This design comes from an exercise in tuning for small area on the open sky130 flow, not from production work.
Function was checked by simulation only, so behaviour that the tests miss may differ from the original.
In every run shown here, the design's own scripts or RTL, not TritonCTS, make the clock network.
No driver is modelled on the clock port, so clock power and skew are understated where the tree is cut down; a real chip needs a root buffer or a tree.
Power and IR drop assume default switching activity.

<file path="design/flow/flow/run.sh">
#!/bin/bash
# Own layout flow: the standard flow (standard.sh) with these changes, none of
# which touches the registers, the floorplan rules or the constraints:
#  1. synthesis: the standard synthesis runs first; then the same synthesis runs
#     again with an area-oriented ABC script and without half-adder extraction.
#     Its netlist is kept only if its flip-flops (names and cell types) are
#     exactly the standard synthesis's; otherwise the standard netlist is used.
#  2. port buffers are buf_1 instead of the 10 um2 delay buffer buffer_ports picks;
#  3. after the placement resize, combinational cells go to their smallest drive
#     strength and repair_design fixes any slew/cap violation (flow/downsize.tcl);
#  4. clock tree: the clock port drives a few buffers, each driving the
#     flip-flops of one placement cluster (flow/cts1.tcl); the smallest buffer
#     set whose clock-pin slew estimate is under CTS1_MAX_SLEW_PS is kept.
# Each tool's output goes to a log file in this folder.
set -euo pipefail
W=$(pwd)
R=$W/orfs/results/sky130hd/Circuit/base
export BUFFER_PORTS_ARGS="-buffer_cell sky130_fd_sc_hd__buf_1"
export POST_RESIZE_TCL="$W/flow/downsize.tcl"
CTS1_MAX_SLEW_PS=112

bash standard.sh synth > flow_1_std_synth.log 2>&1
cp $R/1_2_yosys.v $W/std_1_2_yosys.v
cp $R/1_synth.odb $W/std_1_synth.odb 2>/dev/null || true
python3 flow/regs.py $W/std_1_2_yosys.v | sort > std_regs.txt

rm -f $R/1_2_yosys.v $R/1_synth.odb $R/1_synth.sdc $R/1_2_yosys.sdc
if bash standard.sh SYNTH_SCRIPT=$W/flow/my_synth.tcl ADDER_MAP_FILE= synth > flow_2_area_synth.log 2>&1 \
   && python3 flow/regs.py $R/1_2_yosys.v | sort > area_regs.txt \
   && cmp -s std_regs.txt area_regs.txt && [ -s area_regs.txt ]; then
  echo "using area synthesis" > synth_choice.log
else
  echo "using standard synthesis" > synth_choice.log
  rm -f $R/1_2_yosys.v $R/1_synth.odb $R/1_synth.sdc $R/1_2_yosys.sdc
  bash standard.sh synth > flow_2b_std_synth.log 2>&1
fi

bash standard.sh place > flow_3_place.log 2>&1
# Try clock buffer sets from the smallest area up; keep the first whose worst
# flip-flop clock-pin slew (placement estimate) is at most CTS1_MAX_SLEW_PS.
for cfg in buf_4:4 buf_6:3 buf_4:5 clkbuf_8:3 buf_6:4 clkbuf_8:4 clkbuf_8:5 clkbuf_16:4; do
  b=${cfg%:*}; k=${cfg#*:}
  PLATFORM_DIR=$FLOW_HOME/platforms/sky130hd RESULTS_DIR=$R CTS1_K=$k CTS1_BUF=sky130_fd_sc_hd__$b \
    CTS1_MAX_SLEW_PS=$CTS1_MAX_SLEW_PS CTS1_RESULT=$W/cts1_result.txt \
    DONT_USE_CELLS="sky130_fd_sc_hd__probe_p_8 sky130_fd_sc_hd__probec_p_8" \
    openroad -no_init -exit flow/cts1.tcl > flow_4_cts1_${b}_$k.log 2>&1
  if [ "$(cat $W/cts1_result.txt)" = ok ]; then echo "$b x$k" > cts1_choice.log; break; fi
done
cp $R/4_1_cts.odb $R/4_cts.odb
touch $R/4_cts.sdc
bash standard.sh finish > flow_5_finish.log 2>&1
</file>
<file path="design/flow/flow/area.abc">
strash
ifraig
dc2
dch -f
amap -m -F 4 -A 8
strash
dch -f
amap -m -F 4 -A 8
topo
</file>
<file path="design/flow/flow/cts1.tcl">
# Clock tree of one buffer: the clock port drives a single clock buffer, which
# drives every flip-flop clock pin. Reads 3_place.odb, writes 4_1_cts.odb and
# 4_cts.sdc in RESULTS_DIR.
set P $::env(PLATFORM_DIR)
set R $::env(RESULTS_DIR)
read_lef $P/lef/sky130_fd_sc_hd.tlef
read_lef $P/lef/sky130_fd_sc_hd_merged.lef
read_liberty $P/lib/sky130_fd_sc_hd__tt_025C_1v80.lib
read_db $R/3_place.odb
read_sdc $R/3_place.sdc
source $P/setRC.tcl

set bufcell $::env(CTS1_BUF)
set block [ord::get_db_block]
set clknet [$block findNet clk]
set sinks {}
foreach it [$clknet getITerms] { lappend sinks $it }
set db [ord::get_db]
set k $::env(CTS1_K)
# sink locations
set pts {}
foreach it $sinks {
  set bb [[$it getInst] getBBox]
  lappend pts [list [expr {([$bb xMin] + [$bb xMax]) / 2}] [expr {([$bb yMin] + [$bb yMax]) / 2}]]
}
set n [llength $pts]
# k-means, seeded with sinks spread along the sorted order
set order [lsort -integer -index 0 [lmap p $pts {lindex $p 0}]]
set cent {}
set srt [lsort -real -index 0 $pts]
for {set c 0} {$c < $k} {incr c} { lappend cent [lindex $srt [expr {int(($c + 0.5) * $n / $k)}]] }
# balanced k-means: each cluster takes at most ceil(n/k) sinks
set cap [expr {($n + $k - 1) / $k}]
for {set iter 0} {$iter < 30} {incr iter} {
  set pairs {}
  set i 0
  foreach p $pts {
    for {set c 0} {$c < $k} {incr c} {
      lappend pairs [list [expr {abs([lindex $p 0] - [lindex $cent $c 0]) + abs([lindex $p 1] - [lindex $cent $c 1])}] $i $c]
    }
    incr i
  }
  set asg [lrepeat $n -1]
  set size [lrepeat $k 0]
  foreach pr [lsort -real -index 0 $pairs] {
    lassign $pr d i c
    if {[lindex $asg $i] >= 0 || [lindex $size $c] >= $cap} { continue }
    lset asg $i $c
    lset size $c [expr {[lindex $size $c] + 1}]
  }
  set newc {}
  for {set c 0} {$c < $k} {incr c} {
    set x 0; set y 0; set m 0
    foreach p $pts a $asg { if {$a == $c} { set x [expr {$x + [lindex $p 0]}]; set y [expr {$y + [lindex $p 1]}]; incr m } }
    if {$m == 0} { lappend newc [lindex $cent $c] } else { lappend newc [list [expr {$x / $m}] [expr {$y / $m}]] }
  }
  set cent $newc
}
for {set c 0} {$c < $k} {incr c} {
  set net($c) [odb::dbNet_create $block clknet_leaf_$c]
  $net($c) setSigType CLOCK
  set b [odb::dbInst_create $block [$db findMaster $bufcell] clkbuf_leaf_$c]
  [$b findITerm A] connect $clknet
  [$b findITerm X] connect $net($c)
  $b setLocation [expr {int([lindex $cent $c 0])}] [expr {int([lindex $cent $c 1])}]
  $b setPlacementStatus PLACED
}
foreach it $sinks a $asg {
  $it disconnect
  $it connect $net($a)
}
puts "cts1: $n clock sinks on $k $bufcell: [lsort $asg]"
set_dont_use $::env(DONT_USE_CELLS)
detailed_placement
check_placement -verbose
set_propagated_clock [all_clocks]
estimate_parasitics -placement
set mx 0
foreach pin [all_registers -clock_pins -edge_triggered] {
  foreach edge {rise fall} { foreach an {min max} {
    set sl [get_property $pin slew_${an}_$edge]
    set mx [expr {max($mx, [sta::time_ui_sta $sl] * 1e12)}]
  } }
}
puts "cts1: worst clock pin slew $mx ps"
set f [open $::env(CTS1_RESULT) w]
puts $f [expr {$mx <= $::env(CTS1_MAX_SLEW_PS) ? "ok" : "fail"}]
close $f
report_worst_slack -max
report_worst_slack -min
write_db $R/4_1_cts.odb
write_sdc $R/4_cts.sdc
</file>
<file path="design/flow/flow/downsize.tcl">
# Post-resize hook: put every combinational cell at its smallest drive strength,
# then let repair_design fix any slew/cap violation this leaves.
set block [ord::get_db_block]
set db [ord::get_db]
set masters {}
foreach lib [$db getLibs] {
  foreach m [$lib getMasters] { dict set masters [$m getName] $m }
}
set dont_use [split $::env(DONT_USE_CELLS)]
set n 0
foreach inst [$block getInsts] {
  set name [[$inst getMaster] getName]
  if {![regexp {^(sky130_fd_sc_hd__[a-z0-9]+)_([0-9]+)$} $name -> base drv]} { continue }
  if {[regexp {__(df|dl|sdf|edf|tap|fill|decap|conb|clk|dly|probe|lpflow|bufbuf)} $base]} { continue }
  set best $name
  set bestA [expr {[[$inst getMaster] getWidth]}]
  foreach cand [dict keys $masters ${base}_*] {
    if {![regexp "^${base}_\[0-9\]+\$" $cand]} { continue }
    if {[lsearch -exact $dont_use $cand] >= 0} { continue }
    set w [[dict get $masters $cand] getWidth]
    if {$w < $bestA || ($w == $bestA && $cand eq "${base}_1")} { set best $cand; set bestA $w }
  }
  if {$best ne $name} {
    replace_cell [$inst getName] $best
    incr n
  }
}
puts "downsize: replaced $n cells"
estimate_parasitics -placement
repair_design
</file>
<file path="design/flow/flow/my_synth.tcl">
# The standard flow's synthesis script (../synth_recipe.tcl), with ABC run on an area-oriented
# script (flow/area.abc) instead of ORFS's speed script. Registers are mapped
# before ABC, so they come out the same as in the standard synthesis.
set ::my_abc_script [file join [file dirname [file normalize [info script]]] area.abc]
proc abc {args} {
  set i [lsearch -exact $args -script]
  if {$i >= 0} { lset args [expr {$i + 1}] $::my_abc_script }
  set j [lsearch -exact $args -constr]
  if {$j >= 0} { set args [lreplace $args $j [expr {$j + 1}]] }
  yosys abc {*}$args
}
source [file join [file dirname [file dirname [file normalize [info script]]]] synth_recipe.tcl]
</file>
<file path="design/flow/flow/regs.py">
# Print "name celltype" for every flip-flop in a netlist (drive strength dropped).
import re, sys
t = open(sys.argv[1]).read()
for typ, name in re.findall(r'^\s*(sky130_fd_sc_hd__(?:df|sdf|edf)\w*?)_\d+\s+(\S+)\s*\(', t, re.M):
    print(name, typ)
</file>
<file path="design/flow/standard.sh">
#!/bin/bash
# synth_recipe.tcl (not shown) runs the flow's synth.tcl, then flattens the netlist and writes it again
# the make line also repeats each setting of config.mk as NAME=value (left out here)
make -C /OpenROAD-flow-scripts/flow DESIGN_CONFIG=/design/flow/config.mk WORK_HOME=/design/flow/orfs CLKGATE_MAP_FILE= SYNTH_SCRIPT=/design/flow/synth_recipe.tcl "${@:-finish}"
</file>
<file path="design/flow/config.mk">
export PLATFORM = sky130hd
export DESIGN_NAME = Circuit
export DESIGN_NICKNAME = Circuit
export VERILOG_FILES = /design/flow/design.v
export SDC_FILE = /design/flow/constraint.sdc
export NUM_CORES = 4
export LEC_CHECK = 0
export CAP_MARGIN = 20
export CORE_MARGIN = 2
export CORE_UTILIZATION = 40
export SLEW_MARGIN = 20
</file>
<file path="design/flow/constraint.sdc">
create_clock -name core_clock -period 10.0 [get_ports {clk}]
set_input_delay 2.0000 -clock core_clock [delete_from_list [all_inputs] [get_ports {clk}]]
set_output_delay 2.0000 -clock core_clock [all_outputs]
set_load 0.01 [all_outputs]
</file>
<file path="design/flow/design.v">
module Circuit (
    input clk,
    input entry_sensor,
    input exit_sensor,
    input [1:0] switch,
    input reset,
    output [3:0] parking_slots,
    output door_open_light,
    output full_light,
    output [2:0] capacity,
    output [2:0] best_place,
    output [7:0] sev_data,
    output [4:0] sev_sel
);
  wire en_fast, en_2Hz, en_1Hz, de, dx, pulse, fullent, tick;
  wire [3:0] state;
  PkDiv u_div (.clk(clk), .reset(reset), .en_fast(en_fast), .en_2Hz(en_2Hz), .en_1Hz(en_1Hz));
  PkDeb u_de (.clk(clk), .reset(reset), .b(entry_sensor), .d(de));
  PkDeb u_dx (.clk(clk), .reset(reset), .b(exit_sensor), .d(dx));
  PkFsm u_fsm (.clk(clk), .reset(reset), .en_fast(en_fast), .de(de), .dx(dx), .switch(switch),
               .state(state), .pulse(pulse), .fullent(fullent));
  assign parking_slots = state;
  PkCap u_cap (.state(state), .capacity(capacity), .best_place(best_place));
  PkDoor u_door (.clk(clk), .reset(reset), .en(en_2Hz), .trig(pulse), .led(door_open_light));
  PkFull u_full (.clk(clk), .reset(reset), .en(en_1Hz), .trig(fullent), .led(full_light));
  PkDisp u_disp (.clk(clk), .reset(reset), .capacity(capacity), .best_place(best_place),
                 .sev_data(sev_data), .sev_sel(sev_sel));
endmodule
module PkDiv (input clk, input reset, output en_fast, output en_2Hz, output en_1Hz);
  reg [4:0] c;
  reg [6:0] l;
  wire lt = (l[5:0] == 6'h2a);
  wire lfb = (l[0] ^ l[6]) & ~lt;
  always @(posedge clk or posedge reset) begin
    if (reset) begin
      c <= 5'd0;
      l <= 7'h54;
    end else begin
      c <= c + 5'd1;
      l <= {l[5:0], lfb};
    end
  end
  assign en_fast = ~c[0];
  wire lt7 = lt & (c[2:0] == 3'b111);
  assign en_2Hz = lt7 & ~c[3];
  assign en_1Hz = lt7 & c[3] & ~c[4];
endmodule
module PkDeb (input clk, input reset, input b, output reg d);
  reg [1:0] g;
  always @(posedge clk or posedge reset) begin
    if (reset) begin
      g <= 2'b00; d <= 1'b0;
    end else begin
      g <= {~b & g[0], ~b & ~g[1]};
      d <= g[1] & ~g[0];
    end
  end
endmodule
module PkFsm (input clk, input reset, input en_fast, input de, input dx, input [1:0] switch,
              output reg [3:0] state, output reg pulse, output fullent);
  wire full = &state;
  wire ent = en_fast & de & ~dx;
  wire ext = en_fast & dx & ~de;
  wire [3:0] clr = {4{ext}} & (4'b0001 << switch);
  wire [3:0] set = {ent & (&state[2:0]), ent & (&state[1:0]), ent & state[0], ent};
  assign fullent = ent & full;
  always @(posedge clk or posedge reset) begin
    if (reset) begin
      state <= 4'd0;
      pulse <= 1'b0;
    end else begin
      state <= (state | set) & ~clr;
      pulse <= (ent & ~full) | |(state & clr);
    end
  end
endmodule
module PkCap (input [3:0] state, output [2:0] capacity, output [2:0] best_place);
  assign capacity[0] = ^state;
  assign capacity[1] = ((state[0] ^ state[1]) & (state[2] ^ state[3])) |
                       ((state[0] | state[1]) ^ (state[2] | state[3]));
  assign capacity[2] = ~(|state);
  assign best_place[2] = &state;
  assign best_place[1] = state[0] & state[1] & ~(state[2] & state[3]);
  assign best_place[0] = state[0] & (~state[1] | state[2]);
endmodule
module PkDoor (input clk, input reset, input en, input trig, output reg led);
  reg tl;
  reg [1:0] p;
  wire idle = ~(p[1] | p[0]);
  always @(posedge clk or posedge reset) begin
    if (reset) begin
      tl <= 1'b0; led <= 1'b0; p <= 2'b00;
    end else begin
      if (trig) tl <= 1'b1;
      else if (en & idle) tl <= 1'b0;
      if (en) begin
        if (idle) begin
          led <= tl;
          p <= {tl, 1'b0};
        end else begin
          led <= ~led & ~p[0];
          if (~led) p <= {1'b0, p[1]};
        end
      end
    end
  end
endmodule
module PkFull (input clk, input reset, input en, input trig, output reg led);
  reg tl;
  reg [1:0] p;
  wire idle = ~(p[1] | p[0]);
  always @(posedge clk or posedge reset) begin
    if (reset) begin
      tl <= 1'b0; led <= 1'b0; p <= 2'b00;
    end else begin
      if (trig) tl <= 1'b1;
      else if (en & idle) tl <= 1'b0;
      if (en) begin
        if (idle) begin
          led <= tl;
          p <= {tl, tl};
        end else begin
          led <= ~led & ~(p == 2'b01);
          if (~led) p <= p - 2'd1;
        end
      end
    end
  end
endmodule
module PkDisp (input clk, input reset, input [2:0] capacity, input [2:0] best_place,
               output reg [7:0] sev_data, output [4:0] sev_sel);
  reg [9:0] r;
  wire tick = ((r & 10'h0ef) == 10'h026);
  wire rfb = (r[8] ^ r[9]) & ~tick;
  reg [3:0] q;
  wire blank = (q[2:0] == (3'd4));
  always @(posedge clk or posedge reset) begin
    if (reset) begin
      r <= 10'h04c;
      q <= {1'b0, 3'd5};
    end else begin
      r <= {r[8:0], rfb};
      if (tick) begin
        if (blank) q[2:0] <= (q[3] ? capacity : best_place) ^ 3'd3;
        else begin
          q[3] <= ~q[3];
          q[2:0] <= 3'd4;
        end
      end
    end
  end
  wire [2:0] v = q[2:0] ^ 3'd3;
  wire ab = v[2] & v[1];
  assign sev_sel = {1'b0, q[3] & ab & v[0], q[3] & ~ab, ~q[3] & ab & v[0], ~q[3] & ~ab};
  always @(*) begin
    case (q[2:0])
      3'd3: sev_data = 8'b00111111;
      3'd2: sev_data = 8'b00000110;
      3'd1: sev_data = 8'b01011011;
      3'd0: sev_data = 8'b01001111;
      3'd7: sev_data = 8'b01100110;
      3'd6: sev_data = 8'b01101101;
      3'd5: sev_data = 8'b00000000;
      3'd4: sev_data = 8'b00000000;
    endcase
  end
endmodule
</file>
==> metrics.md, run 1 <==
| Metric | Value |
|---|---|
| Tot Pwr | 0.312 mW |
| R2r setup slk | 7.89 ns |
| Register share of total power | 0.629 |
| RePlAce Congestion | 0.767 |
| Mapped Cells | 177 |
| Setup crit end kind | output pin |
| DRT iter0 DRCs | 57 |
| Post-route clock period utilization | 0.359 |
| DRT met1 WL | 1440 um |
| Initial antenna violation count | 0 |
| Post-DP HPWL | 2230 um |
| Clock group share of total power | 0.215 |
| RSZ-0062 raised after global routing | no |
| WL met2 | 1330 um |
| Avg WL per Cell | 11.3 um |
| # IOs | 31 |
| Die area | 4990 sq um |
| Sw frac | 0.264 |
| Drt drc | 0 |
| Final min period | 3.59 ns |
| Post-synth top area cell | dfrtp_1 |
| Max Clock Freq | 279 MHz |
| Max-cap viol count | 0 |
| Internal Power | 0.229 mW |
| IO buf count | 28 |
| Number of synthesis warnings | 6 |
| Hold EP | u_disp.r[5]$_DFF_PP0_ |
| Max Slew Vio Count | 0 |
| Max-slew headroom | 0.291 |
| Worst reg2reg path depth | 5 |
| Vias | 1248 |
| EDFF count, synth | 0 |
| Largest cells by area after synthesis | dfrtp_1, dfstp_2, nor2_1 |
| Seq cells post-synth | 45 |
| Worst flop-to-flop path endpoint | u_disp.q[2]$_DFFE_PP1N_ |
| Final wirelength | 2920 um |
| Critical path arrival | 1.59 ns |
| Syn Area/Cell | 10.0 sq um |
| Worst path bufs/invs | 2 |
| Power density cells | 157 nW/um^2 |
| Die Ht | 70.6 um |
| Largest net degree at the start of global routing | 26 |
| Share of the yosys chip area belonging to registers | 0.639 |
| Top Layer Used | met4 |
| Min-Delay Path Class | flop to flop |
| Max Fanout on Critical Path | 6 |
| Setup TNS Final | 0 ns |
| Final antenna-violating net count | 0 |
| Hold_sp | u_disp.r[4]$_DFF_PP0_ |
| Worst R2R Start | u_disp.r[2]$_DFF_PP1_ |
| Layout Skew | 0.00831 ns |
| Std-Cell Rows | 24 |
| Met3 wire length | 105 um |
| Fill count | 435 |
| Crit-path max cell delay | 0.55 ns |
| Slowest cell on the critical path | dfstp_2 |
| Initial Utilization | 0.411 |
| Leakage | 0.840 nW |
| Highest ir drop seen on vdd | 0.106 mV |
| Global-route wire length before repair | 5130 um |
| Most frequent CP cell | nor2_1 |
| Crit path launch type | flop |
| Status | no timing/DRC/antenna violations |
| Layout cells sized above 1 | 0.0628 |
| 1st-pass router iterations | 4 |
| Required @ worst endpoint | 8.00 ns |
| Post-synth cell types | 24 |
| CORE AREA | 4320 sq um |
| Final Util | 0.458 |
| Clk latency of the worst-skew pair | 0.13 ns |
| Synth top area share | 0.521 |
| Ys async rst share | 1.00 |
| Ys flop type | dfrtp_1 |
| Final setup vio count | 0 |
| Sw power | 0.0823 mW |
| Critical path type | flop to output pin |
| Via/cell ratio | 4.82 |
| Final net count | 215 |
| Die width | 70.6 um |
| Worst path cell trace | clkinv_1 > nor2_1 > nand2_1 > nor2_1 > buf_1 |
| Final hold violation count | 0 |
| Clock slew at reported path FFs | 0.10 ns |
| Gate power share | 0.156 |
| Worst slew pin tran | 1.05 ns |
| Mapped Area | 1780 sq um |
| P&R area growth vs syn | 11.4% |
| N_diodes | 0 |
| Global-route usage over all layers | 0.120 |
| GRT overflow | 0 |
| Crit path max-delay family | simple AND/OR/NAND/NOR gates |
| Hold-critical path depth | 0 |
| Vias in the first global route | 1154 |
per-layer routing:
layer	GRT usage	vias up
met3	0.0157	5
met1	0.181	577
li1	-	651
met5	0	-
met4	0.0126	0
met2	0.194	15
how the worst max path moves through the flow:
stage / end / slack [ns] / cells past startpoint / startpoint
final: sev_sel[1] / 6.41 / 5 / u_disp.q[2]$_DFFE_PP1N_
after global routing: sev_sel[1] / 6.22 / 5 / u_disp.q[2]$_DFFE_PP1N_
after global placement: sev_sel[3] / 6.65 / 5 / u_disp.q[2]$_DFFE_PP1N_
after floorplan: sev_data[3] / 6.65 / 5 / u_disp.q[0]$_DFFE_PP1N_
after detailed placement: sev_sel[3] / 6.58 / 5 / u_disp.q[2]$_DFFE_PP1N_
metrics by stage:
stage                     cells  hold slack [ns]  setup WS, ns  instance area (sq um)
after global routing        259            0.377          6.22                   1980
final                       259            0.363          6.41                   1980
after detailed placement    256            0.343          6.58                   1950
after global placement      255            0.342          6.65                   1930
after floorplan             178            0.331          6.65                   1780
power groups by stage:
| stage | clock network [mW] | registers, mW | logic (mW) |
|---|---|---|---|
| after floorplan | 0 | 0.200 | 0.0309 |
| after global placement | 0 | 0.199 | 0.0468 |
| after detailed placement | 0 | 0.200 | 0.0489 |
| after global routing | 0.0782 | 0.197 | 0.0553 |
| final | 0.0671 | 0.196 | 0.0485 |
kinds of logic after synthesis:
logic type / Yosys count / synth area share
buffers and inverters: 28 / 0.0676
DFF: 45 / 0.639
other: 1 / 0.00211
and+or+nand+nor: 69 / 0.172
AOI/OAI and AO/OA: 34 / 0.119
flip-flops by register name, summed over array words and instances, names as in the netlist:
name,flops
u_de.d,1
u_div.c,5
u_fsm.state,4
u_fsm.pulse,1
u_full.led,1
u_disp.r,10
u_full.tl,1
u_dx.g,2
u_full.p,2
u_door.p,2
u_dx.d,1
u_de.g,2
u_door.led,1
u_door.tl,1
u_disp.q,4
u_div.l,7
cells in the mapped netlist (2+ instances only):
library cell	instances
nor2b_1	6
o21ai_0	15
nor3_1	5
a221o_1	2
clkinv_1	24
a211oi_1	2
o21a_1	2
a21oi_1	4
nor4_1	2
nand3_1	2
buf_4	4
o22ai_1	5
or3_1	3
nand2_1	15
nand4_1	2
nor2_1	33
dfstp_2	8
dfrtp_1	37
cell type report:
type,instances,area (sq um),area share
multi-input cells,105,524,0.265
repair buffers,30,130,0.0657
plain buffers,3,33.8,0.0171
flip-flops and latches,45,1140,0.574
inverters,24,90.1,0.0455
well taps,52,65.1,0.0329
layout by cell type, fill, tap and decap left out:
master / count
a211oi_1: 2
dfstp_2: 8
o21bai_1: 1
nor2_1: 33
nand3_1: 2
nand4b_1: 1
or3_1: 3
conb_1: 2
nor4_1: 2
nand4_1: 2
buf_1: 28
clkinv_1: 24
o21ai_1: 15
o221ai_1: 1
nor2b_1: 6
buf_6: 3
a222oi_1: 1
nand2_1: 15
a21oi_1: 4
o311ai_1: 1
dfrtp_1: 37
a221o_1: 2
o21a_1: 2
o22ai_1: 5
buf_12: 1
clkbuf_2: 1
nor3_1: 5
==> run 2: changes to the inputs <==
--- a/design/flow/flow/downsize.tcl
+++ b/design/flow/flow/downsize.tcl
@@ -13,3 +13,3 @@
   if {![regexp {^(sky130_fd_sc_hd__[a-z0-9]+)_([0-9]+)$} $name -> base drv]} { continue }
-  if {[regexp {__(df|dl|sdf|edf|tap|fill|decap|conb|clk|dly|probe|lpflow|bufbuf)} $base]} { continue }
+  if {[regexp {__(df|dl|sdf|edf|tap|fill|decap|conb|clk|dly|buf|probe|lpflow)} $base]} { continue }
   set best $name
==> run 2 against run 1 <==
  * Global-route usage grew 0.084 points
  * Largest power group unchanged
  * Synthesized cell count unchanged
  * Final cell count shrank 0.39%
==> metrics.md, run 2 <==
| Metric | Value |
|---|---|
| Via/cell ratio | 4.88 (+1.2%) |
| Post-route clock period utilization | 0.359 (about the same) |
| Required @ worst endpoint | 8.00 ns (about the same) |
| Layout Skew | 0.00623 ns (-0.00208 ns) |
| Final Util | 0.457 (-0.000868) |
| Mapped Cells | 177 (unchanged) |
| Highest ir drop seen on vdd | 0.0998 mV (-5.5%) |
| Fill count | 427 (-1.8%) |
| Synth top cells by count | dfrtp_1, nor2_1, clkinv_1 |
| Drt drc | 0 (unchanged) |
| Status | no timing/DRC/antenna violations |
| Global-route wire length before repair | 5110 um (-0.41%) |
| Largest cells by area after synthesis | dfrtp_1, dfstp_2, nor2_1 |
| Leakage | 0.836 nW (-0.50%) |
| 1st-pass router iterations | 4 (unchanged) |
| Final min period | 3.59 ns (+0.00353 ns) |
| Die width | 70.6 um (unchanged) |
| Final net count | 214 (-0.47%) |
| Std-Cell Rows | 24 (unchanged) |
| Critical path arrival | 1.59 ns (about the same) |
| Global-route usage over all layers | 0.121 (+0.000837) |
| Clk latency of the worst-skew pair | 0.15 ns (+0.02 ns) |
| Sw frac | 0.263 (-0.00127) |
| Initial antenna violation count | 0 (unchanged) |
| Mapped Area | 1780 sq um (unchanged) |
| Worst slew pin tran | 0.646 ns (-0.408 ns) |
| Number of synthesis warnings | 6 (unchanged) |
| Die Ht | 70.6 um (unchanged) |
| Max Clock Freq | 278 MHz (about the same) |
| Min-Delay Path Class | flop to flop |
| Final setup vio count | 0 (unchanged) |
| Most common cell in the netlist | dfrtp_1 |
| DRT iter0 DRCs | 46 (-19%) |
| Gate power share | 0.152 (-0.004) |
| Syn Area/Cell | 10.0 sq um (unchanged) |
| Final wirelength | 2930 um (+0.58%) |
| # IOs | 31 (unchanged) |
| Max-slew headroom | 0.566 (+0.275) |
| Register share of total power | 0.623 (-0.006) |
| RSZ-0062 raised after global routing | no |
| Initial Utilization | 0.411 (unchanged) |
| Most frequent cells in the layout | dfrtp_1, nor2_1, buf_1 |
| Vias in the first global route | 1178 (+2.1%) |
| Max FFs per register | 10 (unchanged) |
| Final hold violation count | 0 (unchanged) |
| Power density cells | 159 nW/um^2 (+1.2%) |
| Final antenna-violating net count | 0 (unchanged) |
| Clock group share of total power | 0.225 (+0.010) |
| Synth top area share | 0.521 (unchanged) |
| Die area | 4990 sq um (unchanged) |
| Post-DP HPWL | 2160 um (-3.1%) |
| Internal Power | 0.232 mW (+1.2%) |
| Layout cells sized above 1 | 0.0631 (+0.000305) |
| Vias | 1258 (+0.80%) |
| Setup TNS Final | 0 ns (unchanged) |
| EDFF count, synth | 0 (unchanged) |
| CORE AREA | 4320 sq um (unchanged) |
| Top reg by flops | u_disp.r |
| Critical path type | flop to output pin |
| Clock slew at reported path FFs | 0.09 ns (about the same) |
| N_diodes | 0 (unchanged) |
| Largest registers | u_disp.r: 10 flops, u_div.l: 7 flops, u_div.c: 5 flops |
| Seq cells post-synth | 45 (unchanged) |
| Largest net degree at the start of global routing | 46 (+77%) |
| Sw power | 0.0827 mW (+0.55%) |
| Max-cap viol count | 0 (unchanged) |
| Most common cell after layout, fill and taps aside | dfrtp_1 |
| Setup crit end kind | output pin |
| P&R area growth vs syn | 11.2% |
| RePlAce Congestion | 0.767 (unchanged) |
| Max Slew Vio Count | 0 (unchanged) |
| GRT overflow | 0 (unchanged) |
| Post-synth top area cell | dfrtp_1 |
| Post-synth cell types | 24 (unchanged) |
| Max Fanout on Critical Path | 6 (unchanged) |
| Crit path launch type | flop |
| Ys flop type | dfrtp_1 |
| Share of the yosys chip area belonging to registers | 0.639 (unchanged) |
| Avg WL per Cell | 11.4 um (+0.97%) |
| Ys async rst share | 1.00 (unchanged) |
| IO buf count | 28 (unchanged) |
==> run 2: cell counts after synthesis <==
No cell type changed its count.
==> run 2: per-stage QoR <==
step                cells  hold WS [ns]  setup WS, ns  power, mW  cell area, sq um
floorplan             178         0.331          6.65      0.231              1780
global placement      255         0.342          6.65      0.246              1930
detailed placement    255         0.343          6.60      0.248              1930
global route          258         0.375          6.14      0.332              1980
finish                258         0.360          6.41      0.315              1980
==> run 2: cells by family (layout without fill, tap and decap cells) <==
logic type	Yosys count	after routing	share of synthesized area
buffers and inverters	28	56	0.0676
AOI/OAI and AO/OA	34	34	0.119
DFF	45	45	0.639
other	1	2	0.00211
and+or+nand+nor	69	69	0.172
==> run 2: power by group through the flow <==
stage / registers (mW) / clock network, mW / logic, mW
detailed placement: 0.200 / 0 / 0.0483
floorplan: 0.200 / 0 / 0.0309
global route: 0.198 / 0.0806 / 0.0535
finish: 0.196 / 0.0709 / 0.0479
global placement: 0.199 / 0 / 0.0468
==> run 2: area by class of cell <==
| cell class | instances | area [sq um] | share of cell area |
|---|---|---|---|
| flip-flops and latches | 45 | 1140 | 0.575 |
| multi-input cells | 105 | 531 | 0.269 |
| repair buffers | 29 | 113 | 0.0570 |
| inverters | 24 | 90.1 | 0.0456 |
| well taps | 52 | 65.1 | 0.0329 |
| plain buffers | 3 | 41.3 | 0.0209 |
==> run 2: critical path, stage by stage, from the launching register on <==
cell,delay [ns]
dfstp_2,0.55
clkinv_1,0.12
nor2_1,0.30
nand2_1,0.15
nor2_1,0.15
buf_1,0.17
==> run 2: layer usage <==
layer,track usage,up-vias,part of all wire
li1,-,641,-
met1,0.180,590,0.48
met2,0.200,23,0.46
met3,0.0128,4,0.043
met4,0.0126,0,0.014
met5,0,-,0
==> run 2: final timing paths <==
kind / startpoint / endpoint / slack (ns) / depth (start not counted)
setup / recovery: u_disp.q[2]$_DFFE_PP1N_ / sev_sel[3] / 6.41 / 5
hold / removal: u_disp.r[4]$_DFF_PP0_ / u_disp.r[5]$_DFF_PP0_ / 0.36 / 0
setup reg to reg: u_div.l[0]$_DFF_PP0_ / u_full.p[0]$_DFFE_PP0P_ / 7.93 / 6
hold reg to reg: u_disp.r[4]$_DFF_PP0_ / u_disp.r[5]$_DFF_PP0_ / 0.36 / 0
max in group asynchronous: reset / u_disp.r[3]$_DFF_PP1_ / 7.67 / 3
min in group asynchronous: reset / u_div.l[5]$_DFF_PP0_ / 1.94 / 3
==> run 3: changes to the inputs <==
--- a/design/flow/flow/run.sh
+++ b/design/flow/flow/run.sh
@@ -19,3 +19,3 @@
 export POST_RESIZE_TCL="$W/flow/downsize.tcl"
-CTS1_MAX_SLEW_PS=112
+CTS1_MAX_SLEW_PS=115
 
==> run 3 against run 2 <==
  * First-iteration DRC count rose by 22%
  * Via count rose by 0.56%
  * Fmax rose by 0.25%
  * Die area did not move
  * Wire length fell by 1.8%
  * Combinational power fell by 0.8%
  * Register-to-register slack barely moved
  * Power fell by 1.1%
  * Critical path depth did not move
  * Synthesized cell count did not move
  * Largest cell class unchanged
==> metrics.md, run 3 <==
| Metric | Value |
|---|---|
| Max Clock Freq | 279 MHz (+0.25%) |
| Vias | 1265 (+0.56%) |
| Global-route wire length before repair | 5090 um (-0.39%) |
| Vias in the first global route | 1197 (+1.6%) |
| Most frequent cells in the layout | dfrtp_1, nor2_1, buf_1 |
| Final hold violation count | 0 (unchanged) |
| Max-cap viol count | 0 (unchanged) |
| Leakage | 0.831 nW (-0.54%) |
| Register share of total power | 0.630 (+0.007) |
| Crit path launch type | flop |
| RePlAce Congestion | 0.767 (unchanged) |
| Max Slew Vio Count | 0 (unchanged) |
| Ys flop type | dfrtp_1 |
| Min-Delay Path Class | flop to flop |
| Largest cells by area after synthesis | dfrtp_1, dfstp_2, nor2_1 |
| Post-DP HPWL | 2160 um (unchanged) |
| Post-synth top area cell | dfrtp_1 |
| Avg WL per Cell | 11.2 um (-1.8%) |
| Clock slew at reported path FFs | 0.10 ns (about the same) |
| Sw frac | 0.265 (+0.00271) |
| N_diodes | 0 (unchanged) |
| Die width | 70.6 um (unchanged) |
| Synth top area share | 0.521 (unchanged) |
| Setup TNS Final | 0 ns (unchanged) |
| Highest ir drop seen on vdd | 0.103 mV (+3.2%) |
| Seq cells post-synth | 45 (unchanged) |
| Critical path arrival | 1.58 ns (about the same) |
| Global-route usage over all layers | 0.119 (-0.00152) |
| Status | no timing/DRC/antenna violations |
| Fill count | 429 (+0.47%) |
| Final net count | 214 (unchanged) |
| Post-route clock period utilization | 0.358 (-0.000906) |
| Final cell count without fillers | 258 (unchanged) |
| Largest net degree at the start of global routing | 46 (unchanged) |
| IO buf count | 28 (unchanged) |
| Multi-input gate area | 524 sq um (-1.2%) |
| Die area | 4990 sq um (unchanged) |
| Final min period | 3.58 ns (-0.00906 ns) |
| Top reg by flops | u_disp.r |
| RSZ-0062 raised after global routing | no |
| EDFF count, synth | 0 (unchanged) |
| 1st-pass router iterations | 4 (unchanged) |
| Worst slew pin tran | 1.00 ns (+0.355 ns) |
| Power density cells | 159 nW/um^2 (-0.42%) |
| GRT overflow | 0 (unchanged) |
| Most common cell in the netlist | dfrtp_1 |
| DRT iter0 DRCs | 56 (+22%) |
| Setup crit end kind | output pin |
| Placed Cells | 255 (unchanged) |
| CORE AREA | 4320 sq um (unchanged) |
| Required @ worst endpoint | 8.00 ns (about the same) |
| Max Fanout on Critical Path | 6 (unchanged) |
| Initial antenna violation count | 0 (unchanged) |
| Mapped Cells | 177 (unchanged) |
| Sequential Area | 1140 sq um (unchanged) |
| Critical path type | flop to output pin |
| Tot Pwr | 0.311 mW (-1.1%) |
| Max-slew headroom | 0.327 (-0.239) |
| Clk latency of the worst-skew pair | 0.13 ns (-0.02 ns) |
| Layout Skew | 0.00775 ns (+0.00152 ns) |
| Share of the yosys chip area belonging to registers | 0.639 (unchanged) |
| Final antenna-violating net count | 0 (unchanged) |
| Most common cell after layout, fill and taps aside | dfrtp_1 |
| Post-synth cell types | 24 (unchanged) |
| Final wirelength | 2880 um (-1.8%) |
| Layout cells sized above 1 | 0.0583 (-0.00485) |
| Gate power share | 0.152 (about the same) |
| Die Ht | 70.6 um (unchanged) |
| # IOs | 31 (unchanged) |
| Mapped Area | 1780 sq um (unchanged) |
| Syn Area/Cell | 10.0 sq um (unchanged) |
| Sw power | 0.0826 mW (about the same) |
| Internal Power | 0.229 mW (-1.5%) |
| Ys async rst share | 1.00 (unchanged) |
| Via/cell ratio | 4.90 (+0.56%) |
| Drt drc | 0 (unchanged) |
| Synth top cells by count | dfrtp_1, nor2_1, clkinv_1 |
| Clock group share of total power | 0.217 (-0.008) |
| Std-Cell Rows | 24 (unchanged) |
| P&R area growth vs syn | 10.4% |
| Max FFs per register | 10 (unchanged) |
| Worst hold slack | 0.363 ns (+0.00260 ns) |
| Largest registers | u_disp.r: 10 flops, u_div.l: 7 flops, u_div.c: 5 flops |
| Number of synthesis warnings | 6 (unchanged) |
| Initial Utilization | 0.411 (unchanged) |
| Final setup vio count | 0 (unchanged) |
==> run 3: worst paths after layout <==
kind / from / end / slack [ns] / cells past startpoint
setup / recovery: u_disp.q[2]$_DFFE_PP1N_ / sev_sel[3] / 6.42 / 5
hold / removal: u_disp.r[4]$_DFF_PP0_ / u_disp.r[5]$_DFF_PP0_ / 0.36 / 0
setup reg to reg: u_disp.r[2]$_DFF_PP1_ / u_disp.q[2]$_DFFE_PP1N_ / 7.94 / 5
hold reg to reg: u_disp.r[4]$_DFF_PP0_ / u_disp.r[5]$_DFF_PP0_ / 0.36 / 0
max in group asynchronous: reset / u_disp.r[3]$_DFF_PP1_ / 7.66 / 3
min in group asynchronous: reset / u_dx.g[1]$_DFF_PP0_ / 1.96 / 3
==> run 3: through the flow <==
step,util,setup WS (ns),cell area [sq um]
finish,0.454,6.42,1960
global route,0.454,6.16,1960
detailed placement,0.446,6.60,1930
global placement,0.446,6.65,1930
floorplan,-,6.65,1780
==> run 3: logic make-up after synthesis <==
kind of cell / count (synthesis) / share of synthesized area
AOI/OAI and AO/OA: 34 / 0.119
other: 1 / 0.00211
and+or+nand+nor: 69 / 0.172
buffers and inverters: 28 / 0.0676
DFF: 45 / 0.639
==> run 3: critical path, stage by stage, from the launching register on <==
cell and delay (ns):
dfstp_2 0.56, clkinv_1 0.12, nor2_1 0.30, nand2_1 0.16
nor2_1 0.16, buf_1 0.17
==> run 3: cell type report <==
type                    instances  share of cell area
flip-flops and latches         45               0.579
multi-input cells             105               0.267
repair buffers                 29              0.0574
inverters                      24              0.0459
well taps                      52              0.0332
plain buffers                   3              0.0172
==> run 3: per-layer routing <==
| layer | GRT usage | share of wire | vias to the layer above |
|---|---|---|---|
| li1 | - | - | 643 |
| met2 | 0.204 | 0.47 | 19 |
| met1 | 0.172 | 0.47 | 599 |
| met5 | 0 | 0 | - |
| met3 | 0.0128 | 0.040 | 4 |
| met4 | 0.0126 | 0.014 | 0 |
==> run 3: power groups by stage <==
stage | combinational, mW | sequential (mW) | clock, mW
6_report | 0.0475 | 0.196 | 0.0677
5_1_grt | 0.0535 | 0.198 | 0.0768
3_5_place_dp | 0.0483 | 0.200 | 0
3_3_place_gp | 0.0468 | 0.199 | 0
2_1_floorplan | 0.0309 | 0.200 | 0
==> run 4: changes to the inputs <==
--- a/design/flow/design.v
+++ b/design/flow/design.v
@@ -14,8 +14,9 @@
 );
-  wire en_fast, en_2Hz, en_1Hz, de, dx, pulse, fullent, tick;
+  wire odd, ent, ext, fe, fx, en_2Hz, en_1Hz, pulse, fullent;
   wire [3:0] state;
-  PkDiv u_div (.clk(clk), .reset(reset), .en_fast(en_fast), .en_2Hz(en_2Hz), .en_1Hz(en_1Hz));
-  PkDeb u_de (.clk(clk), .reset(reset), .b(entry_sensor), .d(de));
-  PkDeb u_dx (.clk(clk), .reset(reset), .b(exit_sensor), .d(dx));
-  PkFsm u_fsm (.clk(clk), .reset(reset), .en_fast(en_fast), .de(de), .dx(dx), .switch(switch),
+  PkDeb u_de (.clk(clk), .reset(reset), .b(entry_sensor), .fire(fe));
+  PkDeb u_dx (.clk(clk), .reset(reset), .b(exit_sensor), .fire(fx));
+  PkPhase u_ph (.clk(clk), .reset(reset), .fe(fe), .fx(fx), .odd(odd), .ent(ent), .ext(ext));
+  PkDiv u_div (.clk(clk), .reset(reset), .c0(odd), .en_2Hz(en_2Hz), .en_1Hz(en_1Hz));
+  PkFsm u_fsm (.clk(clk), .reset(reset), .ent(ent), .ext(ext), .switch(switch),
                .state(state), .pulse(pulse), .fullent(fullent));
@@ -28,4 +29,4 @@
 endmodule
-module PkDiv (input clk, input reset, output en_fast, output en_2Hz, output en_1Hz);
-  reg [4:0] c;
+module PkDiv (input clk, input reset, input c0, output en_2Hz, output en_1Hz);
+  reg [4:1] c;
   reg [6:0] l;
@@ -35,6 +36,6 @@
     if (reset) begin
-      c <= 5'd0;
+      c <= 4'd0;
       l <= 7'h54;
     end else begin
-      c <= c + 5'd1;
+      c <= c + {3'd0, c0};
       l <= {l[5:0], lfb};
@@ -42,4 +43,3 @@
   end
-  assign en_fast = ~c[0];
-  wire lt7 = lt & (c[2:0] == 3'b111);
+  wire lt7 = lt & c0 & c[1] & c[2];
   assign en_2Hz = lt7 & ~c[3];
@@ -47,10 +47,13 @@
 endmodule
-module PkDeb (input clk, input reset, input b, output reg d);
-  reg [1:0] g;
+module PkPhase (input clk, input reset, input fe, input fx, output odd, output ent, output ext);
+  reg u, v;
+  assign odd = u & v;
+  assign ent = u & ~v;
+  assign ext = ~u & v;
   always @(posedge clk or posedge reset) begin
     if (reset) begin
-      g <= 2'b00; d <= 1'b0;
+      u <= 1'b0; v <= 1'b0;
     end else begin
-      g <= {~b & g[0], ~b & ~g[1]};
-      d <= g[1] & ~g[0];
+      u <= ~odd | (fe & ~fx);
+      v <= ~odd | (fx & ~fe);
     end
@@ -58,7 +61,13 @@
 endmodule
-module PkFsm (input clk, input reset, input en_fast, input de, input dx, input [1:0] switch,
+module PkDeb (input clk, input reset, input b, output fire);
+  reg [1:0] g;
+  assign fire = g[1] & ~g[0];
+  always @(posedge clk or posedge reset) begin
+    if (reset) g <= 2'b00;
+    else g <= {~b & g[0], ~b & ~g[1]};
+  end
+endmodule
+module PkFsm (input clk, input reset, input ent, input ext, input [1:0] switch,
               output reg [3:0] state, output reg pulse, output fullent);
   wire full = &state;
-  wire ent = en_fast & de & ~dx;
-  wire ext = en_fast & dx & ~de;
   wire [3:0] clr = {4{ext}} & (4'b0001 << switch);
==> run 4 against run 3 <==
  * Still clean on timing, DRC and antenna
  * Sequential power rose by 9%
  * Worst setup slack lost 0.0027 ns
  * Combinational power increased by about 80%
  * Sequential share of layout area shrank 1.1 points
  * Critical path depth stayed put
  * Register-to-register slack better by 0.08 ns
  * Core utilization fell by 0.12 points
  * Synthesized area fell by 0.28%
  * Fmax barely moved
  * Final cell count is 2.7% higher
  * Power up 17%
  * Critical endpoint unchanged
  * Highest routed layer unchanged
==> metrics.md, run 4 <==
| Metric | Value |
|---|---|
| Status | no timing/DRC/antenna violations |
| Most common cell in the netlist | nor2_1 |
| Die area | 4980 sq um (-0.27%) |
| N_diodes | 0 (unchanged) |
| Crit path max-delay family | simple AND/OR/NAND/NOR gates |
| RePlAce Congestion | 0.823 (+7.4%) |
| Compound-Gate Fraction of Synth Area | 0.117 (-0.00178) |
| Leakage | 0.840 nW (+1.0%) |
| Via/cell ratio | 4.92 (+0.44%) |
| P&R area growth vs syn | 10.5% (about the same) |
| Max Clock Freq | 279 MHz (about the same) |
| Most frequent CP cell | nor2_1 |
| Most common cell after layout, fill and taps aside | nor2_1 |
| Slowest cell on the critical path | dfstp_2 |
| Worst slew pin tran | 0.776 ns (-0.225 ns) |
| Critical path type | flop to output pin |
| Clk latency of the worst-skew pair | 0.13 ns (about the same) |
| Largest family of logic cells by synthesized area | simple AND/OR/NAND/NOR gates |
| Die Ht | 70.6 um (-0.13%) |
| Critical path arrival | 1.59 ns (about the same) |
| Std-Cell Rows | 24 (unchanged) |
| Mapped Area | 1770 sq um (-0.28%) |
| Final setup vio count | 0 (unchanged) |
| Worst flop-to-flop path endpoint | u_disp.q[2]$_DFFE_PP1N_ |
| Setup TNS Final | 0 ns (unchanged) |
| Highest ir drop seen on vdd | 0.0795 mV (-23%) |
| Max-slew headroom | 0.478 (+0.151) |
| CORE AREA | 4320 sq um (unchanged) |
| Crit-path max cell delay | 0.55 ns (about the same) |
| RSZ-0062 raised after global routing | no |
| Initial antenna violation count | 0 (unchanged) |
| Max FFs per register | 10 (unchanged) |
| Sequential Area | 1110 sq um (-2.2%) |
| Worst reg2reg path depth | 4 (-1) |
| Syn Area/Cell | 9.63 sq um (-4.1%) |
| 1st-pass router iterations | 6 (+2) |
| Global-route usage over all layers | 0.121 (+0.00163) |
| Ys flop type | dfrtp_1 |
| EDFF count, synth | 0 (unchanged) |
| Vias in the first global route | 1171 (-2.2%) |
| Seq cells post-synth | 44 (-2.2%) |
| Clock slew at reported path FFs | 0.09 ns (about the same) |
| Crit path to | sev_sel[3] |
| Vias | 1305 (+3.2%) |
| Largest cells by area after synthesis | dfrtp_1, dfstp_2, nor2_1 |
| CP Launch Point | u_disp.q[2]$_DFFE_PP1N_ |
| Drt drc | 0 (unchanged) |
| Number of synthesis warnings | 7 (+1) |
| Layout cells sized above 1 | 0.0563 (-0.00191) |
| Min-Delay Path Class | flop to flop |
| Post-synth top area cell | dfrtp_1 |
| Post-Synth Simple-Gate Area | 0.173 (+0.00119) |
| Required @ worst endpoint | 8.00 ns (about the same) |
| Largest net degree at the start of global routing | 45 (-2.2%) |
| Avg WL per Cell | 11.2 um (+0.33%) |
| Synth top cells by count | nor2_1, dfrtp_1, clkinv_1 |
| Final wirelength | 2970 um (+3.1%) |
| Max Slew Vio Count | 0 (unchanged) |
| Power density cells | 187 nW/um^2 (+18%) |
| Final net count | 221 (+3.3%) |
| IO buf count | 28 (unchanged) |
| Post-Synth XOR/XNOR Area | 0 (unchanged) |
| Most frequent cells in the layout | nor2_1, dfrtp_1, clkinv_1 |
| Post-synth cell types | 24 (unchanged) |
| Post-route clock period utilization | 0.359 (about the same) |
| Ys async rst share | 1.00 (unchanged) |
| Synth Area in Adders | 0 (unchanged) |
| DRT iter0 DRCs | 62 (+11%) |
| Top reg by flops | u_disp.r |
| Max Fanout on Critical Path | 7 (+1) |
| Mux cell area share after synthesis | 0 (unchanged) |
| Share of the yosys chip area belonging to registers | 0.627 (-0.0123) |
| Global-route wire length before repair | 5130 um (+0.67%) |
| Fill count | 420 (-2.1%) |
| # IOs | 31 (unchanged) |
| Crit path launch type | flop |
| Synth top area share | 0.508 (-0.0127) |
| Post-DP HPWL | 2200 um (+2.0%) |
| Worst path bufs/invs | 2 (unchanged) |
| Worst R2R Start | u_disp.r[2]$_DFF_PP1_ |
| CP Depth | 5 (unchanged) |
| Final antenna-violating net count | 0 (unchanged) |
| Final hold violation count | 0 (unchanged) |
| Mapped Cells | 184 (+4.0%) |
| Worst path cell trace | clkinv_1 > nor2_1 > nand2_1 > nor2_1 > buf_1 |
| Multi-input gate area | 522 sq um (-0.48%) |
| Die width | 70.6 um (-0.13%) |
| R2r setup slk | 8.02 ns (+0.08 ns) |
| Final min period | 3.59 ns (+0.00268 ns) |
| GRT overflow | 0 (unchanged) |
| Setup crit end kind | output pin |
| Largest registers | u_disp.r: 10 flops, u_div.l: 7 flops |
| Max-cap viol count | 0 (unchanged) |
| Initial Utilization | 0.410 (-0.00116) |
| Final Util | 0.453 (-0.00116) |
| Layout Skew | 0.00934 ns (+0.00159 ns) |
run 4: changes by cell type in the layout (fill, tap and decap cells not counted), moves of 3 or more:
cell / change
nor2_1: +12
o21ai_1: -7
nand2_1: -3
a21oi_1: +3
clkinv_1: +6
nor2b_1: -6
run 4: logic make-up after synthesis:
family / Yosys count
simple gates: 73
other cells: 1
flops: 44
compound gates: 32
buf+inv: 34
run 4: worst min-delay path by stage:
stage | start | end | slack (ns) | depth (start not counted)
3_5_place_dp | u_disp.r[4]$_DFF_PP0_ | u_disp.r[5]$_DFF_PP0_ | 0.35 | 0
3_3_place_gp | u_disp.r[4]$_DFF_PP0_ | u_disp.r[5]$_DFF_PP0_ | 0.34 | 0
2_1_floorplan | u_disp.r[4]$_DFF_PP0_ | u_disp.r[5]$_DFF_PP0_ | 0.33 | 0
6_report | u_disp.r[4]$_DFF_PP0_ | u_disp.r[5]$_DFF_PP0_ | 0.36 | 0
5_1_grt | u_disp.r[4]$_DFF_PP0_ | u_disp.r[5]$_DFF_PP0_ | 0.37 | 0
run 4: power by group:
group          switching, mW  internal (mW)  total (mW)
clock network         0.0423         0.0241      0.0664
registers             0.0174          0.196       0.214
logic                 0.0552         0.0304      0.0856
run 4: through the flow:
stage	power (mW)	hold slack [ns]	std cells	cell area [sq um]	worst slack, ns
finish	0.366	0.358	265	1960	6.41
global route	0.392	0.366	265	1960	6.24
detailed placement	0.304	0.345	262	1920	6.57
global placement	0.302	0.336	262	1920	6.64
floorplan	0.275	0.331	185	1780	6.63
run 4: metal layers:
layer  routed length (um)  GRT usage
met3                  124     0.0114
met1                 1500      0.190
met5                    0          0
met2                 1320      0.193
met4                   26    0.00839
run 4: layout make-up:
cell class	count	area share
plain buffers	3	0.0173
inverters	30	0.0575
multi-input cells	107	0.267
flip-flops and latches	44	0.568
well taps	52	0.0332
repair buffers	29	0.0575
run 4: worst register-to-register path, stage by stage (launching register included):
cell and delay, ns:
dfstp_2 0.54, nand4b_1 0.10, nor4_1 0.61, clkinv_1 0.28
o32ai_1 0.36
==> run 5: changes to the inputs <==
--- a/design/flow/flow/downsize.tcl
+++ b/design/flow/flow/downsize.tcl
@@ -28,2 +28,37 @@
 puts "downsize: replaced $n cells"
+
+# A buffer that only feeds flip-flop asynchronous set/reset pins from an
+# inverter (the reset tree repair_design builds) is removed; the inverter,
+# as inv_2 (same area as inv_1), drives those pins itself.
+set todo {}
+foreach inst [$block getInsts] {
+  if {![string match sky130_fd_sc_hd__buf_* [[$inst getMaster] getName]]} { continue }
+  set in [[$inst findITerm A] getNet]
+  set out [[$inst findITerm X] getNet]
+  if {$in eq "NULL" || $out eq "NULL" || [llength [$out getBTerms]] > 0} { continue }
+  set ok 1
+  foreach it [$out getITerms] {
+    if {[$it getInst] eq $inst} { continue }
+    if {[lsearch -exact {RESET_B SET_B} [[$it getMTerm] getName]] < 0} { set ok 0 }
+  }
+  set drv ""
+  foreach it [$in getITerms] { if {[$it isOutputSignal]} { set drv [$it getInst] } }
+  if {$ok && $drv ne "" && [llength [$in getITerms]] == 2 &&
+      [regexp {__(clk)?inv_[0-9]+$} [[$drv getMaster] getName]]} {
+    lappend todo [list $inst $drv $in $out]
+  }
+}
+foreach t $todo {
+  lassign $t inst drv in out
+  foreach it [$out getITerms] {
+    if {[$it getInst] eq $inst} { continue }
+    $it disconnect
+    $it connect $in
+  }
+  set bname [$inst getName]
+  odb::dbInst_destroy $inst
+  odb::dbNet_destroy $out
+  replace_cell [$drv getName] sky130_fd_sc_hd__inv_2
+  puts "downsize: removed reset buffer $bname; [$drv getName] is now inv_2"
+}
 estimate_parasitics -placement
==> run 5 against run 4 <==
  * Via count fell by 2.1%
  * Largest power group unchanged
  * Critical path type unchanged
  * Global-route usage is 0.10 points lower
  * Largest cell class unchanged
  * Hold slack about the same
  * Critical path depth unchanged
  * Wire length shrank 0.13%
  * Clock skew increased by 0.0019 ns
  * Worst setup slack better by 0.0045 ns
  * First-iteration DRC count down 4.8%
  * Synthesized area unchanged
  * Clock power is essentially flat
  * Still clean
  * Combinational power is 0.6% lower
==> metrics.md, run 5 <==
| Metric | Value |
|---|---|
| Final setup vio count | 0 (unchanged) |
| Post-Synth Simple-Gate Area | 0.173 (unchanged) |
| Largest cells by area after synthesis | dfrtp_1, dfstp_2, nor2_1 |
| Critical path type | flop to output pin |
| Required @ worst endpoint | 8.00 ns (about the same) |
| Most common cell in the netlist | nor2_1 |
| # IOs | 31 (unchanged) |
| Min-Delay Path Class | flop to flop |
| CORE AREA | 4320 sq um (unchanged) |
| Clock slew at reported path FFs | 0.09 ns (about the same) |
| Global-route usage over all layers | 0.120 (-0.00102) |
| Max Clock Freq | 279 MHz (+0.13%) |
| Avg WL per Cell | 11.2 um (+0.24%) |
| Die width | 70.6 um (unchanged) |
| Most common cell after layout, fill and taps aside | nor2_1 |
| Post-synth cell types | 24 (unchanged) |
| Final min period | 3.58 ns (-0.00451 ns) |
| Number of synthesis warnings | 7 (unchanged) |
| Power density cells | 187 nW/um^2 (+0.22%) |
| IO buf count | 28 (unchanged) |
| Max Fanout on Critical Path | 7 (unchanged) |
| Ys async rst share | 1.00 (unchanged) |
| Largest registers | u_disp.r: 10 flops, u_div.l: 7 flops |
| Max Slew Vio Count | 0 (unchanged) |
| Mapped Cells | 184 (unchanged) |
| Ys flop type | dfrtp_1 |
| Most frequent cells in the layout | nor2_1, dfrtp_1, clkinv_1 |
| Clk latency of the worst-skew pair | 0.13 ns (about the same) |
| Via/cell ratio | 4.84 (-1.8%) |
| RePlAce Congestion | 0.823 (unchanged) |
| DRT iter0 DRCs | 59 (-4.8%) |
| Max FFs per register | 10 (unchanged) |
| Drt drc | 0 (unchanged) |
| Final net count | 220 (-0.45%) |
| Mux cell area share after synthesis | 0 (unchanged) |
| Synth top cells by count | nor2_1, dfrtp_1, clkinv_1 |
| Top reg by flops | u_disp.r |
| Highest ir drop seen on vdd | 0.0845 mV (+6.3%) |
| Worst reg2reg path depth | 4 (unchanged) |
| Post-Synth XOR/XNOR Area | 0 (unchanged) |
| 1st-pass router iterations | 4 (-2) |
| Leakage | 0.838 nW (-0.25%) |
| Setup TNS Final | 0 ns (unchanged) |
| Hold-critical path depth | 0 (unchanged) |
| Fill count | 419 (-0.24%) |
| EDFF count, synth | 0 (unchanged) |
| Initial Utilization | 0.410 (unchanged) |
| Compound-Gate Fraction of Synth Area | 0.117 (unchanged) |
| GRT overflow | 0 (unchanged) |
| Max-slew headroom | 0.412 (-0.0662) |
| Layout Skew | 0.0112 ns (+0.00191 ns) |
| Worst slew pin tran | 0.881 ns (+0.105 ns) |
| Largest net degree at the start of global routing | 45 (unchanged) |
| Std-Cell Rows | 24 (unchanged) |
| Vias | 1277 (-2.1%) |
| Crit path launch type | flop |
| Synth Area in Adders | 0 (unchanged) |
| Largest family of logic cells by synthesized area | simple AND/OR/NAND/NOR gates |
| P&R area growth vs syn | 10.0% |
| Final instance area | 1950 sq um (-0.38%) |
| RSZ-0062 raised after global routing | no |
| Initial antenna violation count | 0 (unchanged) |
| Final wirelength | 2960 um (-0.13%) |
| Vias in the first global route | 1167 (-0.34%) |
| Post-DP HPWL | 2190 um (-0.30%) |
| Setup crit end kind | output pin |
| Die area | 4980 sq um (unchanged) |
| Layout cells sized above 1 | 0.0566 (+0.000266) |
| Global-route wire length before repair | 5060 um (-1.2%) |
| Seq cells post-synth | 44 (unchanged) |
| Final antenna-violating net count | 0 (unchanged) |
| Syn Area/Cell | 9.63 sq um (unchanged) |
| Post-route clock period utilization | 0.358 (-0.000451) |
| Post-synth top area cell | dfrtp_1 |
| N_diodes | 0 (unchanged) |
| Max-cap viol count | 0 (unchanged) |
| Mapped Area | 1770 sq um (unchanged) |
| Area after DPL | 1920 sq um (-0.39%) |
| Synth top area share | 0.508 (unchanged) |
| Final hold violation count | 0 (unchanged) |
| Critical path arrival | 1.58 ns (about the same) |
| Die Ht | 70.6 um (unchanged) |
| Status | no timing/DRC/antenna violations |
| Share of the yosys chip area belonging to registers | 0.627 (unchanged) |
-- run 5: cell counts after synthesis --
No cell type changed its count.
-- run 5: final cells by class --
cell class                      instances  area, sq um  share of cell area
Buffer                                  3         33.8              0.0173
Inverter                               30          113              0.0578
Multi-Input combinational cell        107          522               0.268
Sequential cell                        44         1110               0.570
Tap cell                               52         65.1              0.0334
Timing Repair Buffer                   28          105              0.0539
-- run 5: power breakdown --
group	internal (mW)	total, mW	switching, mW
Clock	0.0241	0.0665	0.0424
Combinational	0.0301	0.0851	0.0550
Sequential	0.196	0.213	0.0171
-- run 5: layer usage --
metal  track usage  up-vias  routed length, um
li1              -      661                  -
met2         0.195       20               1300
met1         0.176      592               1480
met3        0.0199        4                152
met4        0.0147        0                 29
met5             0        -                  0
-- run 5: path summary, 6_finish.rpt --
kind / from / to / slack (ns)
hold / removal: u_disp.r[4]$_DFF_PP0_ / u_disp.r[5]$_DFF_PP0_ / 0.36
max in group asynchronous: reset / u_disp.r[0]$_DFF_PP0_ / 7.41
min in group asynchronous: reset / u_full.led$_DFFE_PP0P_ / 2.03
setup reg to reg: u_disp.r[2]$_DFF_PP1_ / u_disp.q[2]$_DFFE_PP1N_ / 8.00
setup / recovery: u_disp.q[2]$_DFFE_PP1N_ / sev_sel[3] / 6.42
hold reg to reg: u_disp.r[4]$_DFF_PP0_ / u_disp.r[5]$_DFF_PP0_ / 0.36
-- run 5: per-stage QoR --
stage / total power [mW] / std cells / hold slack (ns) / setup WS [ns] / util
detailed placement: 0.303 / 261 / 0.345 / 6.58 / 0.443
finish: 0.365 / 264 / 0.359 / 6.42 / 0.451
floorplan: 0.275 / 185 / 0.331 / 6.63 / -
global placement: 0.302 / 262 / 0.336 / 6.64 / 0.445
global route: 0.390 / 264 / 0.365 / 6.22 / 0.451
-- run 5: kinds of logic after synthesis --
group                  after synthesis
buffers and inverters               34
other                                1
AO/OA/AOI/OAI                       32
AND/OR/NAND/NOR                     73
flip-flops                          44
-- run 5: worst max-delay path, stage by stage, from the launching register on --
cell and delay [ns]:
dfstp_2 0.55, clkinv_1 0.12, nor2_1 0.34, nand2_1 0.13, nor2_1 0.14, buf_1 0.17
==> run 6: changes to the inputs <==
--- a/design/flow/flow/run.sh
+++ b/design/flow/flow/run.sh
@@ -19,3 +19,3 @@
 export POST_RESIZE_TCL="$W/flow/downsize.tcl"
-CTS1_MAX_SLEW_PS=115
+CTS1_MAX_SLEW_PS=118
 
==> run 6 against run 5 <==
  * Critical path depth did not move
  * Register-to-register slack barely moved
  * Still clean
  * Power is the same
==> metrics.md, run 6 <==
| Metric | Value |
|---|---|
| Clk latency of the worst-skew pair | 0.13 ns (about the same) |
| GRT overflow | 0 (unchanged) |
| Max-slew headroom | 0.412 (unchanged) |
| Busiest grt layer | met2 |
| Post-synth top area cell | dfrtp_1 |
| Largest net degree at the start of global routing | 45 (unchanged) |
| Max FFs per register | 10 (unchanged) |
| Largest registers | u_disp.r: 10 flops, u_div.l: 7 flops |
| Post-DP HPWL | 2190 um (unchanged) |
| Placed Cells | 261 (unchanged) |
| Worst slew pin tran | 0.881 ns (unchanged) |
| Initial antenna violation count | 0 (unchanged) |
| RePlAce Congestion | 0.823 (unchanged) |
| Final cell count without fillers | 264 (unchanged) |
| Die Ht | 70.6 um (unchanged) |
| Ys flop type | dfrtp_1 |
| Hold_sp | u_disp.r[4]$_DFF_PP0_ |
| Max Slew Vio Count | 0 (unchanged) |
| Post-route clock period utilization | 0.358 (unchanged) |
| Final setup vio count | 0 (unchanged) |
| Syn Area/Cell | 9.63 sq um (unchanged) |
| Mapped Cells | 184 (unchanged) |
| Layout Skew | 0.0112 ns (unchanged) |
| Mapped Area | 1770 sq um (unchanged) |
| Drt drc | 0 (unchanged) |
| Critical path arrival | 1.58 ns (about the same) |
| Setup TNS Final | 0 ns (unchanged) |
| Initial Utilization | 0.410 (unchanged) |
| Min-Delay Path Class | flop to flop |
| P&R area growth vs syn | 10.0% (unchanged) |
| Met1 global-route usage | 0.176 (unchanged) |
| Max Fanout on Critical Path | 7 (unchanged) |
| DRT iter0 DRCs | 59 (unchanged) |
| Max-cap viol count | 0 (unchanged) |
| Vias in the first global route | 1167 (unchanged) |
| Most frequent CP cell | nor2_1 |
| Placement Setup Slack | 6.58 ns (unchanged) |
| Final hold violation count | 0 (unchanged) |
| Largest cells by area after synthesis | dfrtp_1, dfstp_2, nor2_1 |
| Std-Cell Rows | 24 (unchanged) |
| Final min period | 3.58 ns (unchanged) |
| Number of synthesis warnings | 7 (unchanged) |
| Fill count | 419 (unchanged) |
| # IOs | 31 (unchanged) |
| Status | no timing/DRC/antenna violations |
| Top reg by flops | u_disp.r |
| Power density cells | 187 nW/um^2 (unchanged) |
| IO buf count | 28 (unchanged) |
| Ys async rst share | 1.00 (unchanged) |
| Via/cell ratio | 4.84 (unchanged) |
| Synth top cells by count | nor2_1, dfrtp_1, clkinv_1 |
| Final net count | 220 (unchanged) |
| Met2 GRT Util | 0.195 (unchanged) |
| Vias | 1277 (unchanged) |
| Global-route wire length before repair | 5060 um (unchanged) |
| Most frequent cells in the layout | nor2_1, dfrtp_1, clkinv_1 |
| N_diodes | 0 (unchanged) |
| RSZ-0062 raised after global routing | no |
| Synth top area share | 0.508 (unchanged) |
| Worst R2R Start | u_disp.r[2]$_DFF_PP1_ |
| Setup crit end kind | output pin |
| Critical path type | flop to output pin |
| Final antenna-violating net count | 0 (unchanged) |
| Slowest cell on the critical path | dfstp_2 |
| Setup ws final | 6.42 ns (unchanged) |
| Avg WL per Cell | 11.2 um (unchanged) |
| Final instance area | 1950 sq um (unchanged) |
| EDFF count, synth | 0 (unchanged) |
| Crit-path max cell delay | 0.55 ns (about the same) |
| GR Layer Usage met3 | 0.0199 (unchanged) |
| Final Util | 0.451 (unchanged) |
| Die width | 70.6 um (unchanged) |
| Layout cells sized above 1 | 0.0566 (unchanged) |
| Share of the yosys chip area belonging to registers | 0.627 (unchanged) |
| CORE AREA | 4320 sq um (unchanged) |
| Most common cell after layout, fill and taps aside | nor2_1 |
| Post-synth cell types | 24 (unchanged) |
| Seq cells post-synth | 44 (unchanged) |
| Tot Pwr | 0.365 mW (unchanged) |
| Max Clock Freq | 279 MHz (unchanged) |
| Crit path launch type | flop |
| Area after DPL | 1920 sq um (unchanged) |
| Worst path cell trace | clkinv_1 > nor2_1 > nand2_1 > nor2_1 > buf_1 |
| Die area | 4980 sq um (unchanged) |
| Clock slew at reported path FFs | 0.09 ns (about the same) |
| Required @ worst endpoint | 8.00 ns (about the same) |
| Most common cell in the netlist | nor2_1 |
| Global-route usage over all layers | 0.120 (unchanged) |
| Leakage | 0.838 nW (unchanged) |
| Highest ir drop seen on vdd | 0.0845 mV (unchanged) |
| Final wirelength | 2960 um (unchanged) |
| CP Launch Point | u_disp.q[2]$_DFFE_PP1N_ |
| Worst hold slack | 0.359 ns (unchanged) |
| 1st-pass router iterations | 4 (unchanged) |
==> run 6: final cells by class <==
type,count,area [sq um],share of cell area
multi-input cells,107,522,0.268
flip-flops and latches,44,1110,0.570
repair buffers,28,105,0.0539
inverters,30,113,0.0578
well taps,52,65.1,0.0334
plain buffers,3,33.8,0.0173
==> run 6: power by group <==
group          switching [mW]  leakage (nW)  total [mW]  internal (mW)
Clock                  0.0424        0.0182      0.0665         0.0241
Combinational          0.0550         0.276      0.0851         0.0301
Sequential             0.0171         0.543       0.213          0.196
==> run 6: cell families (layout without fill, tap and decap cells) <==
logic type / after synthesis / after routing / share of synthesized area
AO/OA/AOI/OAI: 32 / 32 / 0.117
buffers and inverters: 34 / 61 / 0.0805
flip-flops: 44 / 44 / 0.627
other: 1 / 2 / 0.00212
AND/OR/NAND/NOR: 73 / 73 / 0.173
==> run 6: worst paths after layout <==
path,to,depth (start not counted),slack (ns)
worst max-delay path,sev_sel[3],5,6.42
worst max register to register,u_disp.q[2]$_DFFE_PP1N_,4,8.00
max in group asynchronous,u_disp.r[0]$_DFF_PP0_,2,7.41
min in group asynchronous,u_full.led$_DFFE_PP0P_,2,2.03
worst min register to register,u_disp.r[5]$_DFF_PP0_,0,0.36
worst min-delay path,u_disp.r[5]$_DFF_PP0_,0,0.36
==> run 6: metal layers <==
metal / share of wire / wire length [um] / vias up
li1: - / - / 661
met1: 0.50 / 1480 / 592
met2: 0.44 / 1300 / 20
met3: 0.051 / 152 / 4
met4: 0.0098 / 29 / 0
met5: 0 / 0 / -
==> run 6: critical path, delay by kind of cell (launching register included) <==
| kind | cells | cell delay, ns |
|---|---|---|
| buffers and inverters | 2 | 0.29 |
| flip-flops | 1 | 0.55 |
| AND/OR/NAND/NOR | 3 | 0.61 |

-- what the ideal ports hide --
Ports are ideal in the flow. The routed layouts listed here were re-timed in OpenROAD. Step 1, drivers: a clkbuf_16 drives clk and a buf_2 each remaining input, both assumed. Step 2 adds t to the input delays and takes it off the output delays; t is the mean of the earliest and latest rising clock arrival at the registers after step 1. Input paths then give back, and output paths get back, about the clock's delay inside the block. Slacks: no drivers / after step 1 / after step 2; pairs: no drivers / after step 1.
| run | t (ns) | slack for setup (ns) | hold slack, ns | latest minus earliest clock arrival (ns) |
|---|---|---|---|---|
| run 1 | 0.169 | 6.410 / 6.364 / 6.533 | 0.363 / 0.363 / 0.363 | 0.008 / 0.008 |
| run 2 | 0.193 | 6.406 / 6.360 / 6.553 | 0.360 / 0.360 / 0.360 | 0.007 / 0.007 |
| run 3 | 0.171 | 6.415 / 6.368 / 6.539 | 0.363 / 0.363 / 0.363 | 0.008 / 0.007 |
| run 4 | 0.166 | 6.413 / 6.368 / 6.534 | 0.358 / 0.358 / 0.358 | 0.010 / 0.010 |
| run 5 | 0.171 | 6.417 / 6.370 / 6.541 | 0.359 / 0.359 / 0.359 | 0.011 / 0.012 |
| run 6 | 0.171 | 6.417 / 6.370 / 6.541 | 0.359 / 0.359 / 0.359 | 0.011 / 0.012 |
After both steps setup and hold are still met in every run listed.
